This design comes from an exercise in tuning for small area and a short achievable clock period on the open sky130 flow, not from production work.

==> flow/design.v <==
module create_d(
    input wire [64-1:0] e,
    input wire [64-1:0] L,
    input wire clk,
    input wire rst_n,
    output reg [64-1:0] D,
    output reg ready_n);
    localparam [2:0] M_PRE   = 3'd0,   
                     M_LOAD  = 3'd1,   
                     M_PREP  = 3'd2,   
                     M_SHL   = 3'd3,   
                     M_DIV   = 3'd5,   
                     M_FIX   = 3'd6,   
                     M_FINAL = 3'd7;   
    reg [63:0] X1, X2, Y2;
    reg [2:0]  mode;
    reg [3:0]  c;             
    reg        par;           
    reg        negA;          
    reg        ca, cp;        
    reg        pb, pq;        
    reg [3:0]  Ld;            
    reg [5:0]  R1, R2;        
    wire last  = (c == 4'd15);
    wire first = (c == 4'd0);
    wire m_load  = (mode == M_LOAD);
    wire m_prep  = (mode == M_PREP);
    wire m_shl   = (mode == M_SHL);
    wire m_div   = (mode == M_DIV);
    wire m_fix   = (mode == M_FIX);
    wire m_final = (mode == M_FINAL) & ready_n;
    wire [3:0] ad = X1[3:0];
    wire [3:0] bd = X2[3:0];
    wire [3:0] pd = D[3:0];
    wire [3:0] qd = Y2[3:0];
    wire       shr = m_div & (R2 != 6'd0);
    reg  [3:0] bout, qout;
    always @(*) begin
        bout = bd;
        qout = qd;
        if (m_shl) begin
            bout = {bd[2:0], pb & ~first};
            qout = {qd[2:0], pq & ~first};
        end else if (shr) begin
            bout = {X2[4] & ~last, bd[3:1]};
            qout = {Y2[4] & ~last, qd[3:1]};
        end
    end
    wire act  = m_div | (m_fix & negA);
    wire asub = m_div & ~negA;
    wire psub = (act & ~asub) | (m_final & par);
    wire pact = act | m_final;
    wire [3:0] aop = act  ? (asub ? ~bd : bd) : 4'd0;
    wire       aci = first ? asub : ca;
    wire [4:0] asum = {1'b0, ad} + {1'b0, aop} + {4'd0, aci};
    wire [3:0] aout = asum[3:0];
    wire [3:0] pin = m_final ? (par ? Ld : 4'd0) : pd;
    wire [3:0] qop = pact ? (psub ? ~qd : qd) : 4'd0;
    wire       pci = first ? psub : cp;
    wire [4:0] psum = {1'b0, pin} + {1'b0, qop} + {4'd0, pci};
    wire [3:0] pout = psum[3:0];
    function [1:0] msbpos(input [3:0] d);
        msbpos = d[3] ? 2'd3 : d[2] ? 2'd2 : d[1] ? 2'd1 : 2'd0;
    endfunction
    wire [3:0] an = X1[7:4];    
    wire [3:0] bn = X2[7:4];    
    wire [3:0] cn = c + 4'd1;
    wire [5:0] K  = R1 - R2;                   
    wire [5:0] Kn = m_prep ? K : R1 - 6'd1;    
    wire [3:0] ed = e[{c, 2'b00} +: 4];
    always @(posedge clk) begin
        X1 <= {m_load ? Ld : (m_fix ? bout : aout), X1[63:4]};
        X2 <= {m_load ? ed : (m_fix ? aout : bout), X2[63:4]};
        Y2 <= {m_load ? {3'd0, first} : (m_fix ? pout : qout), Y2[63:4]};
        if (ready_n)
            D <= {m_load ? 4'd0 : m_fix ? qout : pout, D[63:4]};
        pb <= bd[3];
        pq <= qd[3];
        ca <= asum[4];
        cp <= psum[4];
        Ld <= L[{cn, 2'b00} +: 4];
        if (!rst_n) begin
            c <= 4'd15;
            mode <= M_PRE;
            ready_n <= 1'b1;
            par <= 1'b0;
            negA <= 1'b0;
        end else begin
            c <= cn;
            if (m_prep) begin
                if (first) begin
                    R1 <= (an != 4'd0) ? {4'd1, msbpos(an)} : {4'd0, msbpos(ad)};
                    R2 <= (bn != 4'd0) ? {4'd1, msbpos(bn)} : {4'd0, msbpos(bd)};
                end else if (!last) begin
                    if (an != 4'd0) R1 <= {cn, msbpos(an)};
                    if (bn != 4'd0) R2 <= {cn, msbpos(bn)};
                end
            end
            if (m_div & last)
                negA <= asum[3];
            if (last) begin
                case (mode)
                    M_PRE:  mode <= M_LOAD;
                    M_LOAD: mode <= M_PREP;
                    M_PREP, M_SHL: begin
                        if (m_prep & (R2 == 6'd0)) begin
                            mode <= M_FINAL;        
                        end else begin
                            if (m_prep) R2 <= K;
                            R1 <= Kn;
                            negA <= 1'b0;
                            mode <= (Kn != 6'd0) ? M_SHL : M_DIV;
                        end
                    end
                    M_DIV: begin
                        if (R2 != 6'd0) R2 <= R2 - 6'd1;
                        else mode <= M_FIX;
                    end
                    M_FIX: begin
                        mode <= M_PREP;
                        par <= ~par;
                    end
                    default: begin  
                        ready_n <= 1'b0;
                    end
                endcase
            end
        end
    end
endmodule
Settings: LEC_CHECK=0, CAP_MARGIN=20, CORE_MARGIN=2, CORE_UTILIZATION=40, SLEW_MARGIN=20; clock period 10.0 ns.
standard.sh (not shown) runs the stock make flow with config.mk's settings and CLKGATE_MAP_FILE= SYNTH_SCRIPT=/design/flow/synth_recipe.tcl, a recipe that flattens the netlist after the stock synthesis.
==> flow/flow/run.sh <==
#!/bin/bash
set -euo pipefail
bash standard.sh "BUFFER_PORTS_ARGS=-buffer_cell sky130_fd_sc_hd__buf_1" SETUP_SLACK_MARGIN=7 "SETUP_MOVE_SEQUENCE=unbuffer,sizeup,swap" finish > flow_make.log 2>&1
The starting point completed without violations.
Change:
==> flow/flow/run.sh (replaced) <==
#!/bin/bash
set -euo pipefail
bash standard.sh "BUFFER_PORTS_ARGS=-buffer_cell sky130_fd_sc_hd__buf_1" SETUP_SLACK_MARGIN=7 "SETUP_MOVE_SEQUENCE=unbuffer,sizeup,swap" CTS_CLUSTER_SIZE=30 finish > flow_make.log 2>&1
What happened: Worst setup slack is unchanged. Cell count stays the same. Fmax stays the same. Synthesized cell count does not change. Die area stays the same. Non-clock buffer count stays the same.
No run of this note included a check of the RTL's function; only the layout flow was run.

-- re-timing with driven ports --
No port has a modelled driver above. Below, the same layouts with a new extraction and two added sets of constraints. Step 1 sets driving cells, clkbuf_16 on the clock port and buf_2 on the other inputs (assumed; they add their load-dependent delay and slew). Step 2, shift: input delay + t, output delay - t, t = (earliest + latest rising clock arrival at the registers) / 2. This alone moves slack from input paths to output paths. a / b / c = no drivers / after step 1 / after step 2; a / b = the first two.
run	t (ns)	setup WS [ns]	clock arrival spread, ns	slew at the worst register clock pin (ns)	cell pins on the clock port's net
the first run	0.579	6.337 / 6.288 / 6.617	0.020 / 0.020	0.06 / 0.06	1
the second run	0.579	6.337 / 6.288 / 6.617	0.020 / 0.020	0.06 / 0.06	1
After both steps every run listed still meets setup and hold.
